Context: an optimization exercise on an open-source flow, tuned for small area and a short achievable clock period. The choices shown serve that exercise and are no tape-out recipe.
Function was checked by simulation only, so behaviour that the tests miss may differ from the original.

## flow/design.v

```verilog
module flow_meter_counter #(
    parameter CLOCK_FREQ = 1000,
    parameter PULSES_PER_LITER = 450,
    parameter DEBOUNCE_CYCLES = 50,
    parameter RATE_SAMPLE_PERIOD_MS = 1000,
    parameter VOLUME_WIDTH = 32,
    parameter RATE_WIDTH = 16
)(
    input wire clk,
    input wire rst_n,
    input wire flow_pulse,
    input wire sensor_enable,
    input wire clear_volume,
    input wire clear_statistics,
    input wire start_measurement,
    input wire stop_measurement,
    input wire [15:0] calibration_factor,
    input wire use_custom_calibration,
    input wire [RATE_WIDTH-1:0] max_flow_rate,
    input wire [RATE_WIDTH-1:0] min_flow_rate,
    input wire enable_flow_monitoring,
    output reg [VOLUME_WIDTH-1:0] total_volume_ml,
    output reg [RATE_WIDTH-1:0] flow_rate_ml_per_sec,
    output wire [RATE_WIDTH-1:0] flow_rate_l_per_min,
    output reg [31:0] pulse_count,
    output reg measurement_active,
    output reg [RATE_WIDTH-1:0] min_flow_rate_measured,
    output reg [RATE_WIDTH-1:0] max_flow_rate_measured,
    output reg [RATE_WIDTH-1:0] avg_flow_rate,
    output reg flow_detected,
    output reg no_flow_timeout,
    output reg over_flow_detected,
    output reg under_flow_detected,
    output reg sensor_error,
    output wire [7:0] error_code
);
    integer i;
    wire en = sensor_enable & measurement_active;
    reg [5:0] db_cnt;
    reg pulse_prev;
    wire pulse_filtered = (db_cnt == 6'd50);
    wire edge_p = pulse_filtered & ~pulse_prev;
    wire pe = en & edge_p;
    always @(posedge clk or negedge rst_n) begin
        if (!rst_n) db_cnt <= 6'd0;
        else if (en & flow_pulse) db_cnt <= pulse_filtered ? db_cnt : db_cnt + 6'd1;
        else db_cnt <= 6'd0;
    end
    always @(posedge clk or negedge rst_n) begin
        if (!rst_n) pulse_prev <= 1'b0;
        else pulse_prev <= pulse_filtered;
    end
    reg [15:0] ppl;
    wire [15:0] ppl_n = (use_custom_calibration && (calibration_factor != 16'd0)) ?
                        calibration_factor : 16'd450;
    always @(posedge clk or negedge rst_n) begin
        if (!rst_n) ppl <= 16'd450;
        else ppl <= ppl_n;
    end
    always @(posedge clk or negedge rst_n) begin
        if (!rst_n) measurement_active <= 1'b0;
        else if (start_measurement) measurement_active <= 1'b1;
        else if (stop_measurement) measurement_active <= 1'b0;
    end
    always @(posedge clk or negedge rst_n) begin
        if (!rst_n) begin
            pulse_count <= 32'd0;
            flow_detected <= 1'b0;
        end else if (clear_volume) begin
            pulse_count <= 32'd0;
        end else if (en) begin
            if (edge_p) begin
                pulse_count <= pulse_count + 32'd1;
                flow_detected <= 1'b1;
            end
        end else begin
            flow_detected <= 1'b0;
        end
    end
    reg [9:0] rate_timer;
    wire win_end = rate_timer[9] & rate_timer[8] & rate_timer[7] & rate_timer[6] &
                   rate_timer[5] & rate_timer[3];    
    wire close = en & win_end;
    reg [28:0] win_e;
    reg win_nz;
    wire win_clr = (!clear_statistics && close) || clear_volume;
    wire [28:0] win_e_n = win_clr ? 29'd0 : pe ? win_e + 29'd125 : win_e;
    always @(posedge clk or negedge rst_n) begin
        if (!rst_n) begin
            win_e <= 29'd0;
            win_nz <= 1'b0;
        end else begin
            win_e <= win_e_n;
            if (win_clr) win_nz <= 1'b0;
            else if (pe) win_nz <= 1'b1;
        end
    end
    localparam RK = 13;
    wire [31:0] rn_n = {win_e_n, 3'b000};
    wire [31:0] rn = {win_e, 3'b000};
    reg [15:0] rr, rrem, rr_n;
    reg [16:0] rt;
    reg [17:0] rd;
    reg [15:0] rq, rq_hi, rq_hi_n;
    always @* begin
        rr_n = 16'd0;
        rq_hi_n = 16'd0;
        for (i = 31; i >= 32 - RK; i = i - 1) begin
            rt = {rr_n, rn_n[i]};
            rd = {1'b0, rt} - {2'b00, ppl_n};
            if (!rd[17]) begin
                rr_n = rd[15:0];
                if (i < 16) rq_hi_n[i] = 1'b1;
            end else begin
                rr_n = rt[15:0];
            end
        end
        rr = rrem;
        rq = rq_hi;
        for (i = 31 - RK; i >= 0; i = i - 1) begin
            rt = {rr, rn[i]};
            rd = {1'b0, rt} - {2'b00, ppl};
            if (!rd[17]) begin
                rr = rd[15:0];
                if (i < 16) rq[i] = 1'b1;
            end else begin
                rr = rt[15:0];
            end
        end
    end
    always @(posedge clk or negedge rst_n) begin
        if (!rst_n) begin
            rrem <= 16'd0;
            rq_hi <= 16'd0;
        end else begin
            rrem <= rr_n;
            rq_hi <= rq_hi_n;
        end
    end
    localparam VK = 8;
    reg [16:0] acc;
    wire [16:0] acc_n = clear_volume ? 17'd0 : acc;
    reg [15:0] vr, vrem, vr_n;
    reg [16:0] vt;
    reg [17:0] vd;
    reg [16:0] vq, vq_hi, vq_hi_n;
    always @* begin
        vr_n = 16'd0;
        vq_hi_n = 17'd0;
        for (i = 16; i >= 17 - VK; i = i - 1) begin
            vt = {vr_n, acc_n[i]};
            vd = {1'b0, vt} - {2'b00, ppl_n};
            if (!vd[17]) begin
                vr_n = vd[15:0];
                vq_hi_n[i] = 1'b1;
            end else begin
                vr_n = vt[15:0];
            end
        end
        vr = vrem;
        vq = vq_hi;
        for (i = 16 - VK; i >= 0; i = i - 1) begin
            vt = {vr, acc[i]};
            vd = {1'b0, vt} - {2'b00, ppl};
            if (!vd[17]) begin
                vr = vd[15:0];
                vq[i] = 1'b1;
            end else begin
                vr = vt[15:0];
            end
        end
    end
    always @(posedge clk or negedge rst_n) begin
        if (!rst_n) begin
            vrem <= 16'd0;
            vq_hi <= 17'd0;
        end else begin
            vrem <= vr_n;
            vq_hi <= vq_hi_n;
        end
    end
    always @(posedge clk or negedge rst_n) begin
        if (!rst_n) begin
            total_volume_ml <= 32'd0;
            acc <= 17'd0;
        end else if (clear_volume) begin
            total_volume_ml <= 32'd0;
            acc <= 17'd0;
        end else if (pe) begin
            total_volume_ml <= total_volume_ml + {15'd0, vq};
            acc <= (|vq) ? {1'b0, vr} : acc + 17'd1000;
        end
    end
    reg [11:0] lpm;
    wire [11:0] lpm_val;
    assign flow_rate_l_per_min = {4'd0, lpm};
    always @(posedge clk or negedge rst_n) begin
        if (!rst_n) begin
            rate_timer <= 10'd0;
            flow_rate_ml_per_sec <= 16'd0;
            lpm <= 12'd0;
        end else if (clear_statistics) begin
            rate_timer <= 10'd0;
            flow_rate_ml_per_sec <= 16'd0;
            lpm <= 12'd0;
        end else if (en) begin
            if (win_end) begin
                flow_rate_ml_per_sec <= win_nz ? rq : 16'd0;
                lpm <= win_nz ? lpm_val : 12'd0;
                rate_timer <= 10'd0;
            end else begin
                rate_timer <= rate_timer + 10'd1;
            end
        end
    end
    wire [31:0] fr60 = flow_rate_ml_per_sec * 32'd60;
    wire [31:0] lpm_full = fr60 / 32'd1000;
    assign lpm_val = lpm_full[11:0];
    reg [31:0] sample_cnt;
    reg [47:0] rate_sum;
    reg [31:0] arem;
    reg [15:0] aq;
    reg [5:0] astep;
    wire fr_nz = |flow_rate_ml_per_sec;
    wire [32:0] at = {arem, rate_sum[47]};
    wire [33:0] ad = {1'b0, at} - {2'b00, sample_cnt};
    wire abit = ~ad[33];
    always @(posedge clk or negedge rst_n) begin
        if (!rst_n) begin
            min_flow_rate_measured <= 16'hFFFF;
            max_flow_rate_measured <= 16'd0;
            avg_flow_rate <= 16'd0;
            sample_cnt <= 32'd0;
            rate_sum <= 48'd0;
            arem <= 32'd0;
            aq <= 16'd0;
            astep <= 6'd0;
        end else if (clear_statistics) begin
            min_flow_rate_measured <= 16'hFFFF;
            max_flow_rate_measured <= 16'd0;
            avg_flow_rate <= 16'd0;
            sample_cnt <= 32'd0;
            rate_sum <= 48'd0;
            arem <= 32'd0;
            aq <= 16'd0;
            astep <= 6'd0;
        end else if (close) begin
            if (flow_rate_ml_per_sec < min_flow_rate_measured && fr_nz)
                min_flow_rate_measured <= flow_rate_ml_per_sec;
            if (flow_rate_ml_per_sec > max_flow_rate_measured)
                max_flow_rate_measured <= flow_rate_ml_per_sec;
            if (fr_nz) begin
                sample_cnt <= sample_cnt + 32'd1;
                rate_sum <= rate_sum + {32'd0, flow_rate_ml_per_sec};
                if (sample_cnt != 32'd0) avg_flow_rate <= aq;
            end
            arem <= 32'd0;
            astep <= 6'd48;
        end else if (astep != 6'd0) begin
            arem <= abit ? ad[31:0] : at[31:0];
            aq <= {aq[14:0], abit};
            rate_sum <= {rate_sum[46:0], rate_sum[47]};
            astep <= astep - 6'd1;
        end
    end
    reg [12:0] nf_timer;
    reg [1:0] ec;
    assign error_code = {6'd0, ec};
    wire nf_end = nf_timer[12] & nf_timer[9] & nf_timer[8] & nf_timer[7] & nf_timer[3];
    wire over_c = flow_rate_ml_per_sec > max_flow_rate;
    wire under_c = fr_nz && (flow_rate_ml_per_sec < min_flow_rate);
    always @(posedge clk or negedge rst_n) begin
        if (!rst_n) begin
            nf_timer <= 13'd0;
            no_flow_timeout <= 1'b0;
            over_flow_detected <= 1'b0;
            under_flow_detected <= 1'b0;
            sensor_error <= 1'b0;
            ec <= 2'd0;
        end else if (clear_statistics) begin
            nf_timer <= 13'd0;
            no_flow_timeout <= 1'b0;
            over_flow_detected <= 1'b0;
            under_flow_detected <= 1'b0;
            sensor_error <= 1'b0;
            ec <= 2'd0;
        end else if (en && enable_flow_monitoring) begin
            if (edge_p) begin
                nf_timer <= 13'd0;
                no_flow_timeout <= 1'b0;
            end else if (nf_end) begin
                no_flow_timeout <= 1'b1;
            end else begin
                nf_timer <= nf_timer + 13'd1;
            end
            over_flow_detected <= over_c;
            under_flow_detected <= under_c;
            if (under_c) ec <= 2'd3;
            else if (over_c) ec <= 2'd2;
            else if (!edge_p && nf_end) ec <= 2'd1;
            sensor_error <= no_flow_timeout | over_flow_detected | under_flow_detected;
        end
    end
endmodule
```

## flow/run.sh

```bash
#!/bin/bash
# synth_recipe.tcl (not shown) runs the flow's synth.tcl, then flattens the netlist and writes it again
# the make line also repeats each setting of config.mk as NAME=value (left out here)
make -C /OpenROAD-flow-scripts/flow DESIGN_CONFIG=/design/flow/config.mk WORK_HOME=/design/flow/orfs CLKGATE_MAP_FILE= SYNTH_SCRIPT=/design/flow/synth_recipe.tcl finish
```

## flow/config.mk

```make
export PLATFORM = sky130hd
export DESIGN_NAME = flow_meter_counter
export DESIGN_NICKNAME = flow_meter_counter
export VERILOG_FILES = /design/flow/design.v
export SDC_FILE = /design/flow/constraint.sdc
export NUM_CORES = 4
export LEC_CHECK = 0
export CAP_MARGIN = 20
export CORE_MARGIN = 2
export CORE_UTILIZATION = 40
export SLEW_MARGIN = 20
```

## flow/constraint.sdc

```tcl
create_clock -name core_clock -period 330.0 [get_ports {clk}]
set_input_delay 66.0000 -clock core_clock [delete_from_list [all_inputs] [get_ports {clk}]]
set_output_delay 66.0000 -clock core_clock [all_outputs]
set_load 0.01 [all_outputs]
```

==> results of run 1 <==
cell type report:
type | count | area (um^2) | area share
inverter | 680 | 2550 | 0.0370
clock buffer | 65 | 1440 | 0.0209
timing repair buffer | 317 | 2910 | 0.0421
clock inverter | 31 | 458 | 0.00664
tap | 2044 | 2560 | 0.0371
sequential | 415 | 10400 | 0.151
multi-input combinational | 6708 | 48700 | 0.705
worst max-delay path by stage:
stage                     endpoint  depth (start not counted)
after floorplan           rrem[10]                        244
after global placement     rrem[1]                        243
after global routing       rrem[1]                        244
final                      rrem[1]                        243
after CTS                  rrem[1]                        243
after detailed placement   rrem[6]                        243
state kept, by name, indices dropped and copies added, names as in the netlist, 17 cells and up:
signal,count
acc,17
arem,32
pulse_count,32
rate_sum,48
sample_cnt,32
total_volume_ml,32
win_e,29
per-stage QoR:
stage	instances	setup WS, ns	instance area, um^2
finish	10300	216.07	69000
global route	10300	210.34	69000
CTS	10300	216.32	69000
detailed placement	10200	216.01	67100
global placement	10200	216.74	67100
floorplan	8025	220.29	62400
logic make-up (layout without fill, tap and decap cells):
kind of cell	count (synthesis)	after routing	share of synthesized area
XOR/XNOR	667	667	0.0939
buffers and inverters	902	1093	0.0555
adder cells (fa/ha/maj)	1000	1000	0.210
multiplexers	391	391	0.0684
AND/OR/NAND/NOR	2216	2216	0.167
flip-flops	415	415	0.167
other	1	24	0.0000601
AO/OA/AOI/OAI	2410	2410	0.239
cells in the final DEF, fill, tap and decap left out, types with 28 or more instances in the layout:
cell             instances
and3_1                  66
nor2_1                 785
nand2b_1               181
xor2_1                 232
nor2b_1                109
o31ai_1                 67
nand4_1                 51
nor3_1                  71
o21ai_0                684
clkbuf_16               52
and2_1                  93
xnor2_1                433
buf_4                  113
mux2i_1                112
nand3_1                144
a31oi_1                 28
a21o_1                 323
o211ai_1                36
nor4_1                  32
mux2_2                 278
a22o_1                  31
o21bai_1                48
inv_1                  678
clkdlybuf4s50_1        202
a211oi_1                41
fa_1                    77
or2_2                   30
ha_1                   922
or3_1                   30
a22oi_1                 35
a21oi_1                788
nand2_1                552
a21boi_0                77
o21a_1                  36
dfrtp_1                395
tightest hold or removal path, stage by stage (launching register included):
cell	delay, ns
dfrtp_1	0.34
nand2_1	0.04
o21ai_0	0.06
metal layers:
| metal | global-route usage | part of all wire | up-vias | wire (um) |
|---|---|---|---|---|
| li1 | - | - | 28600 | - |
| met1 | 0.260 | 0.46 | 26300 | 76300 |
| met2 | 0.366 | 0.49 | 786 | 81400 |
| met3 | 0.0171 | 0.029 | 205 | 4760 |
| met4 | 0.0534 | 0.026 | 0 | 4260 |
| met5 | 0 | 0 | - | 0 |
==> impl_metrics.json, run 1 <==
{
  "status": "complete, no violations",
  "rrSetupSlack_ns": 262.40,
  "cts-resized-gates": 0,
  "cts_buffers": 52,
  "hold_depth": 2,
  "core_area_um2": 154000,
  "cp.required_ns": 330.50,
  "firstDrtPassIters": 5,
  "hold_path_class": "reg2reg",
  "cp_top_family": "compound AO/OA/AOI/OAI gates",
  "area_growth_pct": 10.6,
  "cp_max_fo": 28,
  "synth_seq_area_share": 0.167,
  "ys.flop_type": "dfrtp_1",
  "drc": 0,
  "rsz0062_at_grt": "false",
  "drive_above_1_share": 0.0772,
  "grt_first_pass_wirelength_um": 272000,
  "reg2reg_to": "flow_rate_ml_per_sec[0]",
  "viasPerCell": 5.45,
  "ys_warn_count": 1,
  "grt_pass1_vias": 53700,
  "utilization": 0.447,
  "routed_wl_um": 167000,
  "crit_start": "sensor_enable",
  "synthArstFlopShare": 1.00,
  "synth.cell_area_um2": 62400,
  "cts-root-buf": "clkbuf_16",
  "initial_utilization": 0.404,
  "ff2ff_path_depth": 352,
  "yosys.area.top_type": "ha_1",
  "max_freq_ghz": 0.00878,
  "pin_count": 216,
  "netlist-cell-type-count": 121,
  "overflow": 0,
  "whs_endpoint": "lpm[7]",
  "holdBufCountCts": 0,
  "fin_crit_sh": 0.345,
  "hp-start": "lpm[7]",
  "yosysTopAreaCellShare": 0.185,
  "post-synth-top-count-cell": "ha_1",
  "synthTopCellsByCount": "ha_1, nor2_1, a21oi_1",
  "finalMaxSlewViolations": 0,
  "die_h_um": 399,
  "clock_latency_ns": 0.68,
  "h-tree-depth": 2,
  "dp_hpwl_um": 125000,
  "tightest_slew_ns": 1.08,
  "fin_skew_ns": 0.0719,
  "crit_top_cell": "o21ai_0",
  "cts.sinks": 415,
  "clk_pin_slew_ns": 0.06,
  "start_kind": "input pin",
  "slew-limit-headroom": 0.279,
  "synth-seq-cells": 415,
  "synthesis.instances": 8002,
  "dieArea_um2": 159000,
  "finalNetCount": 9231,
  "drv_cap": 0,
  "synth.area.top_cells": "ha_1, dfrtp_1, a21oi_1, xnor2_1, o21ai_0",
  "worstPathArrival_ns": 114.43,
  "period_needed_ns": 113.93,
  "drt_iter0_drc": 2702,
  "place_congestion": 0.858,
  "diodes": 0,
  "cts_buffer_depth": 3,
  "fp-row-count": 144,
  "whs_ns": 0.476,
  "syn_area_per_cell_um2": 7.79,
  "setup_viol": 0,
  "crit_buf_inv": 18,
  "cts_setup_buffers": 0,
  "crit_type": "in2reg",
  "cts_tree": "built",
  "grt_max_degree": 140,
  "track_usage": 0.204,
  "cp_slowest_cell": "nand3_1",
  "rr_startpoint": "ppl[1]",
  "cp-end-kind": "flop",
  "die_x_um": 399,
  "hold_viol_final": 0,
  "io_buffers": 205,
  "nFillCells": 15200,
  "ant_nets": 0,
  "synth_edf_count": 0,
  "max_stage_delay_ns": 0.58,
  "wire_per_inst_um": 16.3,
  "tns_ns": 0,
  "antenna_found_initial": 0,
  "vias": 56000
}
==> run 2: changes to the inputs <==
--- a/flow/design.v
+++ b/flow/design.v
@@ -95,7 +95,7 @@
             else if (pe) win_nz <= 1'b1;
         end
     end
-    localparam RK = 13;
+    localparam RK = 7;
     wire [31:0] rn_n = {win_e_n, 3'b000};
     wire [31:0] rn = {win_e, 3'b000};
     reg [15:0] rr, rrem, rr_n;
@@ -128,38 +128,19 @@
             end
         end
     end
-    always @(posedge clk or negedge rst_n) begin
-        if (!rst_n) begin
-            rrem <= 16'd0;
-            rq_hi <= 16'd0;
-        end else begin
-            rrem <= rr_n;
-            rq_hi <= rq_hi_n;
-        end
-    end
-    localparam VK = 8;
+    always @(posedge clk) begin
+        rrem <= rr_n;
+        rq_hi <= rq_hi_n;
+    end
     reg [16:0] acc;
-    wire [16:0] acc_n = clear_volume ? 17'd0 : acc;
-    reg [15:0] vr, vrem, vr_n;
+    reg [15:0] vr;
     reg [16:0] vt;
     reg [17:0] vd;
-    reg [16:0] vq, vq_hi, vq_hi_n;
+    reg [16:0] vq;
     always @* begin
-        vr_n = 16'd0;
-        vq_hi_n = 17'd0;
-        for (i = 16; i >= 17 - VK; i = i - 1) begin
-            vt = {vr_n, acc_n[i]};
-            vd = {1'b0, vt} - {2'b00, ppl_n};
-            if (!vd[17]) begin
-                vr_n = vd[15:0];
-                vq_hi_n[i] = 1'b1;
-            end else begin
-                vr_n = vt[15:0];
-            end
-        end
-        vr = vrem;
-        vq = vq_hi;
-        for (i = 16 - VK; i >= 0; i = i - 1) begin
+        vr = 16'd0;
+        vq = 17'd0;
+        for (i = 16; i >= 0; i = i - 1) begin
             vt = {vr, acc[i]};
             vd = {1'b0, vt} - {2'b00, ppl};
             if (!vd[17]) begin
@@ -168,15 +149,6 @@
             end else begin
                 vr = vt[15:0];
             end
-        end
-    end
-    always @(posedge clk or negedge rst_n) begin
-        if (!rst_n) begin
-            vrem <= 16'd0;
-            vq_hi <= 17'd0;
-        end else begin
-            vrem <= vr_n;
-            vq_hi <= vq_hi_n;
         end
     end
     always @(posedge clk or negedge rst_n) begin
@@ -213,18 +185,47 @@
             end
         end
     end
-    wire [31:0] fr60 = flow_rate_ml_per_sec * 32'd60;
-    wire [31:0] lpm_full = fr60 / 32'd1000;
-    assign lpm_val = lpm_full[11:0];
     reg [31:0] sample_cnt;
     reg [47:0] rate_sum;
     reg [31:0] arem;
     reg [15:0] aq;
     reg [5:0] astep;
+    reg [10:0] lu;
+    reg [5:0] lr;
     wire fr_nz = |flow_rate_ml_per_sec;
     wire [32:0] at = {arem, rate_sum[47]};
     wire [33:0] ad = {1'b0, at} - {2'b00, sample_cnt};
     wire abit = ~ad[33];
+    wire lrun = (astep <= 6'd16) && (astep != 6'd0);
+    wire [5:0] lidx6 = astep - 6'd1;
+    wire [3:0] lidx = lidx6[3:0];
+    wire [6:0] lt = {lr, flow_rate_ml_per_sec[lidx]};
+    wire lbit = (lt >= 7'd50);
+    wire [1:0] lc = (lr >= 6'd34) ? 2'd2 : (lr >= 6'd17) ? 2'd1 : 2'd0;
+    assign lpm_val = {1'b0, lu} + {lu, 1'b0} + {10'd0, lc};
+    always @(posedge clk or negedge rst_n) begin
+        if (!rst_n) begin
+            astep <= 6'd48;
+        end else if (clear_statistics || close) begin
+            astep <= 6'd48;
+        end else if (astep != 6'd0) begin
+            astep <= astep - 6'd1;
+        end
+    end
+    always @(posedge clk) begin
+        if (clear_statistics || close) begin
+            arem <= 32'd0;
+        end else if (astep != 6'd0) begin
+            arem <= abit ? ad[31:0] : at[31:0];
+            aq <= {aq[14:0], abit};
+        end
+        if (astep == 6'd48) begin
+            lr <= 6'd0;
+        end else if (lrun) begin
+            lr <= lbit ? lt[5:0] - 6'd50 : lt[5:0];
+            lu <= {lu[9:0], lbit};
+        end
+    end
     always @(posedge clk or negedge rst_n) begin
         if (!rst_n) begin
             min_flow_rate_measured <= 16'hFFFF;
@@ -232,18 +233,12 @@
             avg_flow_rate <= 16'd0;
             sample_cnt <= 32'd0;
             rate_sum <= 48'd0;
-            arem <= 32'd0;
-            aq <= 16'd0;
-            astep <= 6'd0;
         end else if (clear_statistics) begin
             min_flow_rate_measured <= 16'hFFFF;
             max_flow_rate_measured <= 16'd0;
             avg_flow_rate <= 16'd0;
             sample_cnt <= 32'd0;
             rate_sum <= 48'd0;
-            arem <= 32'd0;
-            aq <= 16'd0;
-            astep <= 6'd0;
         end else if (close) begin
             if (flow_rate_ml_per_sec < min_flow_rate_measured && fr_nz)
                 min_flow_rate_measured <= flow_rate_ml_per_sec;
@@ -254,13 +249,8 @@
                 rate_sum <= rate_sum + {32'd0, flow_rate_ml_per_sec};
                 if (sample_cnt != 32'd0) avg_flow_rate <= aq;
             end
-            arem <= 32'd0;
-            astep <= 6'd48;
         end else if (astep != 6'd0) begin
-            arem <= abit ? ad[31:0] : at[31:0];
-            aq <= {aq[14:0], abit};
             rate_sum <= {rate_sum[46:0], rate_sum[47]};
-            astep <= astep - 6'd1;
         end
     end
     reg [12:0] nf_timer;
==> impl_metrics.json, run 2 <==
{
  "ys.flop_type": "dfrtp_1",
  "post-synth-top-count-cell": "ha_1",
  "hold_path_class": "reg2reg",
  "drc": 0,
  "tightest_slew_ns": 0.982,
  "finalMaxSlewViolations": 0,
  "whs_ns": 0.451,
  "hold_viol_final": 0,
  "drive_above_1_share": 0.0793,
  "cts-resized-gates": 0,
  "antenna_found_initial": 4,
  "vias": 57700,
  "fp-row-count": 144,
  "initial_utilization": 0.404,
  "fin_skew_ns": 0.0325,
  "dieArea_um2": 159000,
  "setup_viol": 0,
  "max_freq_ghz": 0.0107,
  "cts-root-buf": "clkbuf_16",
  "synth-seq-cells": 408,
  "grt_max_degree": 83,
  "seqCellArea_um2": 10100,
  "synthTopCellsByCount": "ha_1, nor2_1, nand2_1",
  "cp_max_fo": 31,
  "netlist-cell-type-count": 117,
  "slew-limit-headroom": 0.340,
  "rsz0062_at_grt": "false",
  "tns_ns": 0,
  "nFillCells": 15500,
  "grt_pass1_vias": 55700,
  "drv_cap": 0,
  "synthesis.instances": 7947,
  "multiInputGateArea_um2": 49400,
  "overflow": 0,
  "ys_warn_count": 1,
  "routed_wl_um": 180000,
  "synth_seq_area_share": 0.162,
  "yosys.area.top_type": "ha_1",
  "die_h_um": 399,
  "cts_buffers": 47,
  "syn_area_per_cell_um2": 7.86,
  "cts_buffer_depth": 3,
  "track_usage": 0.220,
  "synthArstFlopShare": 0.801,
  "status": "complete, no violations",
  "max_stage_delay_ns": 0.65,
  "die_x_um": 399,
  "h-tree-depth": 2,
  "crit_type": "in2reg",
  "final_common_cell": "ha_1",
  "dp_hpwl_um": 139000,
  "layout_common_cells": "ha_1, nor2_1, nand2_1",
  "pin_count": 216,
  "clock_latency_ns": 0.63,
  "cts.sinks": 408,
  "ant_nets": 0,
  "yosysTopAreaCellShare": 0.183,
  "cts_tree": "built",
  "firstDrtPassIters": 6,
  "core_area_um2": 155000,
  "finalNetCount": 9158,
  "place_congestion": 0.880,
  "holdBufCountCts": 0,
  "synth.area.top_cells": "ha_1, dfrtp_1, mux2_2, a21o_1, o21ai_0",
  "area_growth_pct": 10.1,
  "period_needed_ns": 93.17,
  "clk_pin_slew_ns": 0.06,
  "start_kind": "input pin",
  "largest_reg_flops": 48,
  "io_buffers": 205,
  "worstPathArrival_ns": 93.67,
  "drt_iter0_drc": 3311,
  "crit_top_cell": "o21ai_0",
  "grt_first_pass_wirelength_um": 292000,
  "cp.required_ns": 330.50,
  "cp-end-kind": "flop",
  "fin_crit_sh": 0.282,
  "synth_edf_count": 27,
  "cts_setup_buffers": 0,
  "cp_slowest_cell": "or4_1",
  "viasPerCell": 5.64,
  "wire_per_inst_um": 17.6,
  "synth.cell_area_um2": 62400,
  "regMostFlops": "rate_sum"
}
[run 2: changes by cell type after synthesis, sizes merged, moves of 44 or more]
| cell | previous run | this run |
|---|---|---|
| dfxtp | 0 | 54 |
| a21o | 323 | 428 |
| nand2b | 181 | 133 |
| dfrtp | 395 | 305 |
| clkbuf | 185 | 141 |
| xor2 | 233 | 304 |
| a21oi | 792 | 549 |
| inv | 679 | 601 |
| nand2 | 553 | 707 |
| nor2 | 793 | 728 |
| nor3 | 77 | 152 |
| mux2i | 113 | 157 |
| o21ai | 702 | 643 |
| xnor2 | 434 | 322 |
[run 2: critical path, delay by kind of cell]
family	cells	cell delay (ns)
buffers and inverters	12	2.49
xor gates and xnor gates	1	0.14
muxes	7	2.65
and+or+nand+nor	40	7.00
AOI/OAI and AO/OA	76	13.04
adders and majority gates	8	2.24
[run 2: cell type report]
class,instances,area share
clock buffer,66,0.0192
inverter,603,0.0329
clock inverter,22,0.00330
sequential,408,0.147
multi-input combinational,6766,0.719
antenna,1,0.0000364
tap,2044,0.0372
timing repair buffer,310,0.0413
[run 2: metal layers]
metal	wire length [um]	share of wire	up-vias	GRT usage
li1	-	-	28900	-
met1	86700	0.48	27400	0.305
met2	82800	0.46	1130	0.375
met3	7090	0.039	212	0.0175
met4	3290	0.018	0	0.0398
met5	0	0	-	0
[run 2: metrics by stage]
step	util	instance area (um^2)	worst slack, ns	instances
global route	0.444	68700	229.94	10200
global placement	0.434	67100	236.96	10100
CTS	0.444	68700	237.03	10200
finish	0.444	68700	236.83	10200
floorplan	-	62500	239.97	7970
detailed placement	0.434	67200	236.54	10100
[run 2: final timing paths]
kind	from	cells past startpoint	slack, ns	endpoint
min in group asynchronous	rst_n	1	65.37	flow_rate_ml_per_sec[8]
max in group asynchronous	rst_n	3	262.39	acc[10]
setup / recovery	sensor_enable	144	236.83	rrem[1]
hold reg to reg	aq[0]	0	0.45	aq[1]
setup reg to reg	ppl[1]	404	237.73	flow_rate_ml_per_sec[0]
hold / removal	aq[0]	0	0.45	aq[1]
[run 2: cell families after synthesis]
logic type	after synthesis	synth area share
AO/OA/AOI/OAI	2350	0.246
XOR/XNOR	626	0.0878
adder cells (fa/ha/maj)	964	0.199
buffers and inverters	796	0.0498
flip-flops	408	0.162
multiplexers	474	0.0835
other	1	0.0000601
AND/OR/NAND/NOR	2328	0.172
==> run 3: changes to the inputs <==
--- a/flow/design.v
+++ b/flow/design.v
@@ -95,37 +95,58 @@
             else if (pe) win_nz <= 1'b1;
         end
     end
-    localparam RK = 7;
+    function [16:0] dstep;
+        input [15:0] r;
+        input nb;
+        input [15:0] d;
+        reg [16:0] t, dd, g, p, G, P, Gn, Pn;
+        integer l, b, k;
+        begin
+            t = {r, nb};
+            dd = {1'b0, d};
+            g = ~t & dd;
+            p = ~(t ^ dd);
+            G = g;
+            P = p;
+            for (l = 0; l < 5; l = l + 1) begin
+                Gn = G;
+                Pn = P;
+                for (b = 0; b < 17; b = b + 1) begin
+                    if (b & (1 << l)) begin
+                        k = ((b >> l) << l) - 1;
+                        Gn[b] = G[b] | (P[b] & G[k]);
+                        Pn[b] = P[b] & P[k];
+                    end
+                end
+                G = Gn;
+                P = Pn;
+            end
+            dstep[16] = ~G[16];
+            dstep[15:0] = G[16] ? t[15:0] : (~p[15:0] ^ {G[14:0], 1'b0});
+        end
+    endfunction
+    localparam RK = 3;
     wire [31:0] rn_n = {win_e_n, 3'b000};
     wire [31:0] rn = {win_e, 3'b000};
     reg [15:0] rr, rrem, rr_n;
     reg [16:0] rt;
     reg [17:0] rd;
     reg [15:0] rq, rq_hi, rq_hi_n;
+    reg [16:0] rs;
     always @* begin
         rr_n = 16'd0;
         rq_hi_n = 16'd0;
         for (i = 31; i >= 32 - RK; i = i - 1) begin
-            rt = {rr_n, rn_n[i]};
-            rd = {1'b0, rt} - {2'b00, ppl_n};
-            if (!rd[17]) begin
-                rr_n = rd[15:0];
-                if (i < 16) rq_hi_n[i] = 1'b1;
-            end else begin
-                rr_n = rt[15:0];
-            end
+            rs = dstep(rr_n, rn_n[i], ppl_n);
+            rr_n = rs[15:0];
+            if (i < 16) rq_hi_n[i] = rs[16];
         end
         rr = rrem;
         rq = rq_hi;
         for (i = 31 - RK; i >= 0; i = i - 1) begin
-            rt = {rr, rn[i]};
-            rd = {1'b0, rt} - {2'b00, ppl};
-            if (!rd[17]) begin
-                rr = rd[15:0];
-                if (i < 16) rq[i] = 1'b1;
-            end else begin
-                rr = rt[15:0];
-            end
+            rs = dstep(rr, rn[i], ppl);
+            rr = rs[15:0];
+            if (i < 16) rq[i] = rs[16];
         end
     end
     always @(posedge clk) begin
@@ -134,21 +155,15 @@
     end
     reg [16:0] acc;
     reg [15:0] vr;
-    reg [16:0] vt;
-    reg [17:0] vd;
     reg [16:0] vq;
+    reg [16:0] vs;
     always @* begin
         vr = 16'd0;
         vq = 17'd0;
         for (i = 16; i >= 0; i = i - 1) begin
-            vt = {vr, acc[i]};
-            vd = {1'b0, vt} - {2'b00, ppl};
-            if (!vd[17]) begin
-                vr = vd[15:0];
-                vq[i] = 1'b1;
-            end else begin
-                vr = vt[15:0];
-            end
+            vs = dstep(vr, acc[i], ppl);
+            vr = vs[15:0];
+            vq[i] = vs[16];
         end
     end
     always @(posedge clk or negedge rst_n) begin
==> impl_metrics.json, run 3 <==
{
  "synth.area.top_cells": "ha_1, dfrtp_1, a21oi_1, o21ai_0, fa_1",
  "synth_seq_area_share": 0.168,
  "routed_wl_um": 176000,
  "yosysTopAreaCellShare": 0.187,
  "cts-root-buf": "clkbuf_16",
  "regMostFlops": "rate_sum",
  "layout_common_cells": "ha_1, nor2_1, nand2_1",
  "synth_top_family_by_area": "adder cells",
  "max_stage_delay_ns": 0.99,
  "synthMuxAreaShare": 0.0511,
  "final_area_um2": 66300,
  "clk_pin_slew_ns": 0.06,
  "whs_endpoint": "aq[1]",
  "largest_reg_flops": 48,
  "ys_warn_count": 1,
  "viasPerCell": 5.64,
  "finalMaxSlewViolations": 0,
  "track_usage": 0.225,
  "cp_max_fo": 30,
  "ys.flop_type": "dfrtp_1",
  "dp_hpwl_um": 133000,
  "die_h_um": 392,
  "hp-start": "aq[0]",
  "rrSetupSlack_ns": 251.28,
  "initial_utilization": 0.402,
  "dpl_cell_area_um2": 64400,
  "hold_path_class": "reg2reg",
  "ant_nets": 0,
  "clock_latency_ns": 0.68,
  "drc": 0,
  "hold_viol_final": 0,
  "wire_per_inst_um": 18.3,
  "firstDrtPassIters": 6,
  "synthArstFlopShare": 0.801,
  "setup_viol": 0,
  "worstPathArrival_ns": 79.32,
  "cp-end-kind": "flop",
  "start_kind": "flop",
  "final_common_cell": "ha_1",
  "synth-compound-area-share": 0.231,
  "yosys.area.top_type": "ha_1",
  "drv_cap": 0,
  "pin_count": 216,
  "grt_first_pass_wirelength_um": 284000,
  "vias": 54200,
  "cts_tree": "built",
  "max_freq_ghz": 0.0127,
  "cts_buffers": 54,
  "io_buffers": 205,
  "cp.required_ns": 330.60,
  "grt_max_degree": 95,
  "synth-seq-cells": 408,
  "cts_buffer_depth": 3,
  "synth.cell_area_um2": 60100,
  "ff2ff_path_depth": 368,
  "drive_above_1_share": 0.0890,
  "cp_slowest_cell": "dfstp_2",
  "holdBufCountCts": 0,
  "crit_top_cell": "a21oi_1",
  "fin_crit_sh": 0.239,
  "finalNetCount": 8647,
  "status": "complete, no violations",
  "period_needed_ns": 78.72,
  "die_x_um": 392,
  "tns_ns": 0,
  "post-synth-top-count-cell": "ha_1",
  "cts_setup_buffers": 0,
  "cts.sinks": 408,
  "netlist-cell-type-count": 163,
  "place_congestion": 0.894,
  "synth-xor-area-share": 0.0798,
  "synthesis.instances": 7399,
  "tightest_slew_ns": 1.05,
  "rsz0062_at_grt": "false",
  "reg2reg_to": "flow_rate_ml_per_sec[0]",
  "whs_ns": 0.451,
  "dieArea_um2": 153000,
  "synth_edf_count": 27,
  "antenna_found_initial": 4,
  "drt_iter0_drc": 3639,
  "synth_adder_area_share": 0.237,
  "rr_startpoint": "ppl[1]",
  "synthSimpleGateAreaFrac": 0.184,
  "grt_pass1_vias": 52800,
  "overflow": 0,
  "hold_depth": 0,
  "core_area_um2": 150000,
  "area_growth_pct": 10.2,
  "cts-resized-gates": 0,
  "h-tree-depth": 2,
  "fin_skew_ns": 0.0668,
  "syn_area_per_cell_um2": 8.12,
  "crit_type": "reg2reg",
  "synthTopCellsByCount": "ha_1, nor2_1, nand2_1",
  "slew-limit-headroom": 0.297,
  "fp-row-count": 142
}
-- run 3: area by class of cell --
| cell class | count | area (um^2) |
|---|---|---|
| inverter | 445 | 1670 |
| clock inverter | 36 | 435 |
| tap | 2016 | 2520 |
| timing repair buffer | 309 | 2840 |
| clock buffer | 65 | 1420 |
| antenna | 1 | 2.50 |
| sequential | 408 | 10100 |
| multi-input combinational | 6332 | 47200 |
| fill | 14900 | 83300 |
-- run 3: worst max path at each step --
stage | from | slack (ns) | end | depth (start not counted)
3_3_place_gp | sensor_enable | 251.63 | rrem[14] | 54
2_1_floorplan | sensor_enable | 253.57 | rrem[3] | 57
4_1_cts | ppl[1] | 251.17 | flow_rate_ml_per_sec[0] | 356
6_report | ppl[1] | 251.28 | flow_rate_ml_per_sec[0] | 368
3_5_place_dp | ppl[1] | 251.48 | flow_rate_ml_per_sec[0] | 356
5_1_grt | ppl[1] | 244.57 | flow_rate_ml_per_sec[0] | 369
-- run 3: routing by layer --
metal | share of wire | vias up | global-route usage
met1 | 0.47 | 26000 | 0.304
met2 | 0.47 | 1019 | 0.390
met5 | 0 | - | 0
met4 | 0.021 | 0 | 0.0487
met3 | 0.038 | 225 | 0.0188
li1 | - | 26900 | -
-- run 3: cell families after synthesis --
| family | Yosys count |
|---|---|
| simple gates | 2289 |
| compound gates | 2143 |
| fa+ha+maj | 1054 |
| buf+inv | 683 |
| xor+xnor | 546 |
| flops | 408 |
| mux | 274 |
| other cells | 2 |
-- run 3: per-stage QoR --
| step | std cells | worst slack, ns | util |
|---|---|---|---|
| after floorplan | 7423 | 253.57 | - |
| after detailed placement | 9509 | 251.48 | 0.430 |
| final | 9612 | 251.28 | 0.443 |
| after CTS | 9610 | 251.17 | 0.443 |
| after global placement | 9508 | 251.63 | 0.430 |
| after global routing | 9611 | 244.57 | 0.443 |
-- run 3: worst max-delay path, delay by kind of cell, from the launching register on --
kind | cells | cell delay [ns]
xor+xnor | 8 | 1.06
fa+ha+maj | 40 | 12.98
simple gates | 82 | 12.83
flops | 1 | 0.99
compound gates | 201 | 41.12
buf+inv | 18 | 3.34
mux | 19 | 6.12
==> run 4: changes to the inputs <==
--- a/flow/design.v
+++ b/flow/design.v
@@ -125,7 +125,7 @@
             dstep[15:0] = G[16] ? t[15:0] : (~p[15:0] ^ {G[14:0], 1'b0});
         end
     endfunction
-    localparam RK = 3;
+    localparam RK = 0;
     wire [31:0] rn_n = {win_e_n, 3'b000};
     wire [31:0] rn = {win_e, 3'b000};
     reg [15:0] rr, rrem, rr_n;
--- a/flow/config.mk
+++ b/flow/config.mk
@@ -5,6 +5,7 @@
 export SDC_FILE = /design/flow/constraint.sdc
 export NUM_CORES = 4
 export LEC_CHECK = 0
+export ABC_AREA = 1
 export CAP_MARGIN = 20
 export CORE_MARGIN = 2
 export CORE_UTILIZATION = 40
==> impl_metrics.json, run 4 <==
{
  "antenna_found_initial": 2,
  "place_congestion": 0.899,
  "nFillCells": 14900,
  "firstDrtPassIters": 6,
  "slew-limit-headroom": 0.286,
  "crit_top_cell": "nor2_1",
  "grt_pass1_vias": 53900,
  "status": "complete, no violations",
  "synth_edf_count": 27,
  "setup_viol": 0,
  "largest_reg_flops": 48,
  "grt_max_degree": 151,
  "clock_latency_ns": 0.62,
  "cp-end-kind": "flop",
  "viasPerCell": 5.29,
  "period_needed_ns": 70.26,
  "cts_setup_buffers": 0,
  "dp_hpwl_um": 132000,
  "cts.sinks": 392,
  "core_area_um2": 147000,
  "syn_area_per_cell_um2": 7.16,
  "hold_viol_final": 0,
  "synth_seq_area_share": 0.165,
  "layout_setup_ws_ns": 259.74,
  "die_x_um": 389,
  "regMostFlops": "rate_sum",
  "drc": 0,
  "layout_common_cells": "nand2_1, inv_1, ha_1",
  "fp-row-count": 141,
  "synth-seq-cells": 392,
  "cts-resized-gates": 0,
  "final_area_um2": 64800,
  "tightest_slew_ns": 1.07,
  "hold_path_class": "reg2reg",
  "cp_slowest_cell": "nor4_1",
  "holdBufCountCts": 0,
  "crit_type": "in2reg",
  "routed_wl_um": 172000,
  "max_freq_ghz": 0.0142,
  "overflow": 0,
  "cp_top_family": "simple AND/OR/NAND/NOR gates",
  "crit_buf_inv": 5,
  "final_common_cell": "nand2_1",
  "yosys.area.top_type": "ha_1",
  "synth.area.top_cells": "ha_1, dfrtp_1, nand2_1, o21ai_0, inv_1",
  "start_kind": "input pin",
  "cts_buffer_depth": 3,
  "cp.required_ns": 330.46,
  "fin_crit_sh": 0.213,
  "track_usage": 0.224,
  "pre_cts_ws_ns": 259.08,
  "die_h_um": 389,
  "cts-root-buf": "clkbuf_16",
  "initial_utilization": 0.403,
  "vias": 55000,
  "yosysTopAreaCellShare": 0.189,
  "synthesis.instances": 8288,
  "pin_count": 216,
  "fin_skew_ns": 0.0289,
  "ys.flop_type": "dfrtp_1",
  "netlist-cell-type-count": 87,
  "drive_above_1_share": 0.0911,
  "io_buffers": 205,
  "post-synth-top-count-cell": "nand2_1",
  "h-tree-depth": 2,
  "cts_buffers": 47,
  "finalMaxSlewViolations": 0,
  "drt_iter0_drc": 3141,
  "drv_cap": 0,
  "synthTopCellsByCount": "nand2_1, inv_1, ha_1",
  "synthArstFlopShare": 0.834,
  "whs_ns": 0.445,
  "worstPathArrival_ns": 70.72,
  "ys_warn_count": 1,
  "clk_pin_slew_ns": 0.06,
  "area_growth_pct": 9.14,
  "grt_first_pass_wirelength_um": 280000,
  "finalNetCount": 9522,
  "wire_per_inst_um": 16.5,
  "ant_nets": 0,
  "dpl_cell_area_um2": 63200,
  "tns_ns": 0,
  "cts_tree": "built",
  "rsz0062_at_grt": "false",
  "synth.cell_area_um2": 59400,
  "dieArea_um2": 152000,
  "cp_max_fo": 34,
  "max_stage_delay_ns": 0.51
}
-- run 4: layout make-up --
cell class | instances | area (um^2) | share of cell area
diodes | 2 | 5.00 | 0.0000772
clock buffers | 68 | 1350 | 0.0208
clock inverters | 19 | 215 | 0.00332
inverters | 1064 | 4040 | 0.0624
multi-input cells | 6648 | 44400 | 0.685
flip-flops and latches | 392 | 9810 | 0.151
well taps | 1930 | 2410 | 0.0373
repair buffers | 273 | 2610 | 0.0402
-- run 4: per-stage QoR --
step / util / std cells
after global placement: 0.429 / 10300
after CTS: 0.439 / 10400
after floorplan: - / 8312
after detailed placement: 0.429 / 10300
final: 0.439 / 10400
after global routing: 0.439 / 10400
-- run 4: path summary, 6_finish.rpt --
path / startpoint / to / slack (ns) / cells after the start
worst max-delay path: clear_statistics / sample_cnt[30] / 259.74 / 25
worst min-delay path: aq[7] / aq[8] / 0.45 / 0
worst max register to register: ppl[1] / flow_rate_ml_per_sec[0] / 260.26 / 351
worst min register to register: aq[7] / aq[8] / 0.45 / 0
max in group asynchronous: rst_n / ppl[2] / 262.86 / 2
min in group asynchronous: rst_n / nf_timer[8] / 65.47 / 1
-- run 4: cells by family (layout without fill, tap and decap cells) --
kind of cell,after synthesis,after routing,synth area share
compound gates,1814,1814,0.177
mux,3,3,0.000569
simple gates,3229,3229,0.252
fa+ha+maj,1038,1038,0.236
flops,392,392,0.165
buf+inv,1272,1424,0.0900
other cells,2,28,0.000126
xor+xnor,538,538,0.0794
-- run 4: worst reg2reg max path, delay by kind of cell, from the launching register on --
family	cells	cell delay, ns
simple gates	180	23.77
compound gates	91	21.25
buf+inv	48	13.00
fa+ha+maj	32	11.13
flops	1	0.56
-- run 4: per-layer routing --
layer / GRT usage / share of wire / vias to the layer above
met4: 0.0803 / 0.038 / 2
met3: 0.0208 / 0.037 / 315
met1: 0.276 / 0.44 / 25600
met5: 0 / 0.000076 / -
li1: - / - / 28000
met2: 0.403 / 0.49 / 1095
==> run 5: changes to the inputs <==
--- a/flow/design.v
+++ b/flow/design.v
@@ -125,34 +125,19 @@
             dstep[15:0] = G[16] ? t[15:0] : (~p[15:0] ^ {G[14:0], 1'b0});
         end
     endfunction
-    localparam RK = 0;
-    wire [31:0] rn_n = {win_e_n, 3'b000};
     wire [31:0] rn = {win_e, 3'b000};
-    reg [15:0] rr, rrem, rr_n;
-    reg [16:0] rt;
-    reg [17:0] rd;
-    reg [15:0] rq, rq_hi, rq_hi_n;
+    reg [15:0] rr;
     reg [16:0] rs;
+    reg [15:0] rq;
     always @* begin
-        rr_n = 16'd0;
-        rq_hi_n = 16'd0;
-        for (i = 31; i >= 32 - RK; i = i - 1) begin
-            rs = dstep(rr_n, rn_n[i], ppl_n);
-            rr_n = rs[15:0];
-            if (i < 16) rq_hi_n[i] = rs[16];
-        end
-        rr = rrem;
-        rq = rq_hi;
-        for (i = 31 - RK; i >= 0; i = i - 1) begin
+        rr = 16'd0;
+        rq = 16'd0;
+        for (i = 31; i >= 0; i = i - 1) begin
             rs = dstep(rr, rn[i], ppl);
-            rr = rs[15:0];
+            rr = (i >= 16) ? (rs[15:0] & ~(16'hFFFF << (32 - i))) : rs[15:0];
             if (i < 16) rq[i] = rs[16];
         end
     end
-    always @(posedge clk) begin
-        rrem <= rr_n;
-        rq_hi <= rq_hi_n;
-    end
     reg [16:0] acc;
     reg [15:0] vr;
     reg [16:0] vq;
@@ -162,7 +147,7 @@
         vq = 17'd0;
         for (i = 16; i >= 0; i = i - 1) begin
             vs = dstep(vr, acc[i], ppl);
-            vr = vs[15:0];
+            vr = (i >= 1) ? (vs[15:0] & ~(16'hFFFF << (17 - i))) : vs[15:0];
             vq[i] = vs[16];
         end
     end
==> impl_metrics.json, run 5 <==
{
  "pin_count": 216,
  "overflow": 0,
  "initial_utilization": 0.404,
  "holdBufCountCts": 0,
  "fp-row-count": 126,
  "ant_nets": 0,
  "synthArstFlopShare": 0.834,
  "grt_max_degree": 163,
  "cts_buffers": 49,
  "place_congestion": 0.845,
  "diodes": 0,
  "area_growth_pct": 11.6,
  "track_usage": 0.211,
  "start_kind": "input pin",
  "core_area_um2": 118000,
  "regMostFlops": "rate_sum",
  "dieArea_um2": 122000,
  "dp_hpwl_um": 98200,
  "setup_viol": 0,
  "finalNetCount": 7565,
  "cts-root-buf": "clkbuf_16",
  "max_stage_delay_ns": 0.45,
  "tightest_slew_ns": 1.00,
  "largest_reg_flops": 48,
  "max_freq_ghz": 0.0142,
  "cts_setup_buffers": 0,
  "io_buffers": 205,
  "drt_iter0_drc": 2235,
  "synth_edf_count": 27,
  "period_needed_ns": 70.33,
  "drive_above_1_share": 0.0784,
  "grt_first_pass_wirelength_um": 214000,
  "netlist-cell-type-count": 87,
  "cp-end-kind": "flop",
  "viasPerCell": 5.17,
  "synth_seq_area_share": 0.205,
  "post-synth-top-count-cell": "nand2_1",
  "slew-limit-headroom": 0.329,
  "firstDrtPassIters": 5,
  "drv_cap": 0,
  "synthTopCellsByCount": "nand2_1, inv_1, o21ai_0",
  "drc": 0,
  "finalMaxSlewViolations": 0,
  "ys.flop_type": "dfrtp_1",
  "worstPathArrival_ns": 70.81,
  "antenna_found_initial": 1,
  "syn_area_per_cell_um2": 7.31,
  "hold_viol_final": 0,
  "grt_pass1_vias": 41600,
  "h-tree-depth": 2,
  "synthesis.instances": 6540,
  "layout_common_cells": "nand2_1, inv_1, o21ai_0",
  "wire_per_inst_um": 15.4,
  "crit_top_cell": "nor2_1",
  "cts_tree": "built",
  "final_common_cell": "nand2_1",
  "fin_skew_ns": 0.0452,
  "fin_crit_sh": 0.213,
  "yosys.area.top_type": "ha_1",
  "vias": 43200,
  "die_h_um": 350,
  "tns_ns": 0,
  "synth.cell_area_um2": 47800,
  "clk_pin_slew_ns": 0.06,
  "nFillCells": 12000,
  "clock_latency_ns": 0.66,
  "synth.area.top_cells": "ha_1, dfrtp_1, nand2_1, o21ai_0, inv_1",
  "cts-resized-gates": 0,
  "die_x_um": 350,
  "cts_buffer_depth": 3,
  "yosysTopAreaCellShare": 0.175,
  "cp.required_ns": 330.48,
  "rsz0062_at_grt": "false",
  "crit_type": "in2reg",
  "status": "complete, no violations",
  "cp_slowest_cell": "clkdlybuf4s50_1",
  "routed_wl_um": 129000,
  "hold_path_class": "reg2reg",
  "cp_max_fo": 22,
  "ys_warn_count": 1,
  "cts.sinks": 392,
  "synth-seq-cells": 392
}
run 5: per-stage QoR:
| step | utilization | hold WS, ns | instance area [um^2] | worst slack (ns) | std cells |
|---|---|---|---|---|---|
| after CTS | 0.451 | 0.448 | 53400 | 259.69 | 8343 |
| after global routing | 0.451 | 0.461 | 53400 | 254.62 | 8344 |
| final | 0.451 | 0.448 | 53400 | 259.67 | 8344 |
| after global placement | 0.436 | 0.433 | 51600 | 259.11 | 8251 |
| after floorplan | - | 0.427 | 47900 | 260.35 | 6549 |
| after detailed placement | 0.436 | 0.434 | 51600 | 259.02 | 8251 |
run 5: cell families (layout without fill, tap and decap cells):
| family | Yosys count | after routing | synth area share |
|---|---|---|---|
| flops | 392 | 392 | 0.205 |
| fa+ha+maj | 804 | 804 | 0.232 |
| xor+xnor | 360 | 360 | 0.0659 |
| compound gates | 1517 | 1517 | 0.178 |
| mux | 7 | 7 | 0.00154 |
| simple gates | 2399 | 2399 | 0.229 |
| other cells | 1 | 10 | 0.0000784 |
| buf+inv | 1060 | 1255 | 0.0889 |
run 5: worst paths after layout:
path,depth (start not counted),endpoint,from,slack [ns]
setup / recovery,32,sample_cnt[30],sensor_enable,259.67
setup reg to reg,341,flow_rate_ml_per_sec[0],ppl[12],262.30
hold reg to reg,0,aq[10],aq[9],0.45
min in group asynchronous,1,avg_flow_rate[15],rst_n,65.44
max in group asynchronous,2,ppl[4],rst_n,263.01
hold / removal,0,aq[10],aq[9],0.45
run 5: critical path, delay by kind of cell:
kind            cells  cell delay (ns)
buf+inv             7             1.18
simple gates       24             3.47
compound gates      1             0.09
run 5: metal layers:
metal / global-route usage / wire, um
met4: 0.0457 / 2700
met2: 0.378 / 63000
met5: 0 / 0
met1: 0.272 / 59200
met3: 0.0206 / 3920
run 5: final cells by class:
class                   count  area (um^2)  area share
clock buffers              62         1380      0.0258
flip-flops and latches    392         9800       0.183
clock inverters            30          409     0.00766
inverters                 900         3410      0.0639
multi-input cells        5097        33900       0.635
repair buffers            263         2520      0.0471
well taps                1600         2000      0.0375
==> run 6: changes to the inputs <==
--- a/flow/config.mk
+++ b/flow/config.mk
@@ -9,4 +9,6 @@
 export CAP_MARGIN = 20
 export CORE_MARGIN = 2
 export CORE_UTILIZATION = 40
+export CTS_BUF_LIST = sky130_fd_sc_hd__clkbuf_4 sky130_fd_sc_hd__clkbuf_8
+export GPL_TIMING_DRIVEN = 0
 export SLEW_MARGIN = 20
==> impl_metrics.json, run 6 <==
{
  "drv_cap": 0,
  "max_freq_ghz": 0.0138,
  "cts-root-buf": "clkbuf_8",
  "max_stage_delay_ns": 1.06,
  "final_common_cell": "nand2_1",
  "fp-row-count": 126,
  "crit_start": "ppl[6]",
  "post-synth-top-count-cell": "nand2_1",
  "initial_utilization": 0.404,
  "worstPathArrival_ns": 73.23,
  "pin_count": 216,
  "fin_crit_sh": 0.220,
  "crit_buf_inv": 83,
  "synth_seq_area_share": 0.205,
  "syn_area_per_cell_um2": 7.31,
  "cp_slowest_cell": "dfstp_4",
  "ys_warn_count": 1,
  "drive_above_1_share": 0.0817,
  "setup_viol": 0,
  "ant_nets": 0,
  "layout_setup_ws_ns": 257.46,
  "fin_skew_ns": 0.0650,
  "synthesis.instances": 6540,
  "cp-end-kind": "flop",
  "place_congestion": 0.881,
  "hold_viol_final": 0,
  "cts_buffer_depth": 3,
  "io_buffers": 203,
  "synthArstFlopShare": 0.834,
  "hp-start": "aq[6]",
  "dieArea_um2": 122000,
  "synth_edf_count": 27,
  "area_growth_pct": 13.2,
  "rr_startpoint": "ppl[6]",
  "seqCellArea_um2": 9820,
  "clock_latency_ns": 0.78,
  "rsz0062_at_grt": "false",
  "drt_iter0_drc": 2258,
  "core_area_um2": 118000,
  "holdBufCountCts": 0,
  "track_usage": 0.221,
  "cts_buffers": 78,
  "synth-seq-cells": 392,
  "slew-limit-headroom": 0.311,
  "cp_max_fo": 38,
  "synth.area.top_cells": "ha_1, dfrtp_1, nand2_1, o21ai_0, inv_1",
  "ys.flop_type": "dfrtp_1",
  "cp_top_family": "compound AO/OA/AOI/OAI gates",
  "wire_per_inst_um": 15.9,
  "finalNetCount": 7715,
  "die_x_um": 350,
  "grt_first_pass_wirelength_um": 220000,
  "hold_path_class": "reg2reg",
  "regMostFlops": "rate_sum",
  "cts_setup_buffers": 0,
  "period_needed_ns": 72.54,
  "tightest_slew_ns": 1.03,
  "cp.required_ns": 330.69,
  "yosys.area.top_type": "ha_1",
  "crit_top_cell": "nand2_1",
  "overflow": 0,
  "yosysTopAreaCellShare": 0.175,
  "nFillCells": 12000,
  "tns_ns": 0,
  "firstDrtPassIters": 6,
  "hold_depth": 0,
  "netlist-cell-type-count": 87,
  "cts-resized-gates": 0,
  "drc": 0,
  "pre_cts_ws_ns": 257.52,
  "status": "complete, no violations",
  "synth.cell_area_um2": 47800,
  "cp.depth": 391,
  "reg2reg_to": "flow_rate_ml_per_sec[0]",
  "ff2ff_path_depth": 391,
  "cts.sinks": 392,
  "h-tree-depth": 3,
  "die_h_um": 350,
  "routed_wl_um": 135000,
  "clk_pin_slew_ns": 0.06,
  "rrSetupSlack_ns": 257.46,
  "synthTopCellsByCount": "nand2_1, inv_1, o21ai_0",
  "whs_endpoint": "aq[7]",
  "dp_hpwl_um": 107000,
  "vias": 44100,
  "multiInputGateArea_um2": 33800,
  "grt_max_degree": 88,
  "layout_common_cells": "nand2_1, inv_1, o21ai_0",
  "grt_pass1_vias": 42200,
  "viasPerCell": 5.18,
  "antenna_found_initial": 3,
  "cts_tree": "built",
  "largest_reg_flops": 48,
  "crit_type": "reg2reg",
  "finalMaxSlewViolations": 0,
  "start_kind": "flop"
}
==> run 6: how the worst max path moves through the flow <==
stage	slack, ns	to
6_report	257.46	flow_rate_ml_per_sec[0]
3_3_place_gp	246.95	total_volume_ml[6]
3_5_place_dp	257.52	flow_rate_ml_per_sec[0]
4_1_cts	257.34	flow_rate_ml_per_sec[0]
5_1_grt	249.71	flow_rate_ml_per_sec[0]
2_1_floorplan	260.35	sample_cnt[30]
==> run 6: layout make-up <==
class / count / area share
multi-input combinational: 5097 / 0.625
sequential: 392 / 0.181
inverter: 900 / 0.0630
timing repair buffer: 224 / 0.0456
tap: 1600 / 0.0370
clock buffer: 117 / 0.0272
buffer: 160 / 0.0155
clock inverter: 25 / 0.00485
antenna: 5 / 0.000231
==> run 6: cell families after synthesis <==
kind of cell             count (synthesis)  synth area share
buffers and inverters                 1060            0.0889
AO/OA/AOI/OAI                         1517             0.178
flip-flops                             392             0.205
XOR/XNOR                               360            0.0659
adder cells (fa/ha/maj)                804             0.232
multiplexers                             7           0.00154
AND/OR/NAND/NOR                       2399             0.229
other                                    1         0.0000784
==> run 6: stage by stage <==
| step | cell area, um^2 | utilization | cells | hold WS (ns) |
|---|---|---|---|---|
| 4_1_cts | 54100 | 0.457 | 8515 | 0.456 |
| 5_1_grt | 54100 | 0.457 | 8518 | 0.464 |
| 2_1_floorplan | 47900 | - | 6549 | 0.427 |
| 3_5_place_dp | 52400 | 0.442 | 8373 | 0.442 |
| 3_3_place_gp | 51900 | 0.438 | 8352 | 0.435 |
| 6_report | 54100 | 0.457 | 8520 | 0.449 |
==> run 6: worst reg2reg max path: cells and delay by family (launching register included) <==
kind	cells	cell delay, ns
fa+ha+maj	31	10.25
mux	3	1.12
compound gates	101	21.50
simple gates	173	19.52
buf+inv	83	19.07
flops	1	1.06
==> run 6: per-layer routing <==
| layer | track usage | up-vias | routed length, um |
|---|---|---|---|
| met3 | 0.0264 | 206 | 4860 |
| li1 | - | 22500 | - |
| met2 | 0.381 | 734 | 64000 |
| met5 | 0 | - | 0 |
| met1 | 0.286 | 20600 | 62100 |
| met4 | 0.0710 | 0 | 4470 |

## re-timing with driven ports
The results above use ideal ports. As a check the final layouts listed here were re-extracted and re-timed, cells and wires unchanged.
Step 1 (the two cells are an assumption about what drives the block):
set clk [get_ports {clk}]
set_driving_cell -lib_cell sky130_fd_sc_hd__clkbuf_16 $clk
set_driving_cell -lib_cell sky130_fd_sc_hd__buf_2 [delete_from_list [all_inputs] $clk]
Step 2 also shifts input and output timing later by t, the mid clock arrival at the registers, as if the neighbouring blocks saw the same clock.
Slacks: ideal / step 1 / step 2; pairs: ideal / step 1.
| run | t (ns) | setup WS [ns] | worst setup path after step 2 | worst register clock-pin slew, ns | pins driven straight from the clock port |
|---|---|---|---|---|---|
| run 1 | 0.720 | 216.070 / 216.099 / 215.379 | input to register | 0.07 / 0.07 | 1 |
| run 2 | 0.693 | 236.829 / 236.873 / 236.180 | input to register | 0.08 / 0.08 | 1 |
| run 3 | 0.723 | 251.277 / 251.277 / 251.277 | register to register | 0.07 / 0.07 | 1 |
| run 4 | 0.684 | 259.739 / 259.787 / 259.103 | input to register | 0.07 / 0.07 | 1 |
| run 5 | 0.701 | 259.665 / 259.710 / 259.009 | input to register | 0.07 / 0.07 | 1 |
| run 6 | 0.815 | 257.459 / 257.459 / 257.459 | register to register | 0.08 / 0.08 | 1 |
After both steps setup and hold are still met in every run listed. The setup slack of run 1, which loses most, moves by +0.029 ns with the drivers and by -0.691 ns with both steps.
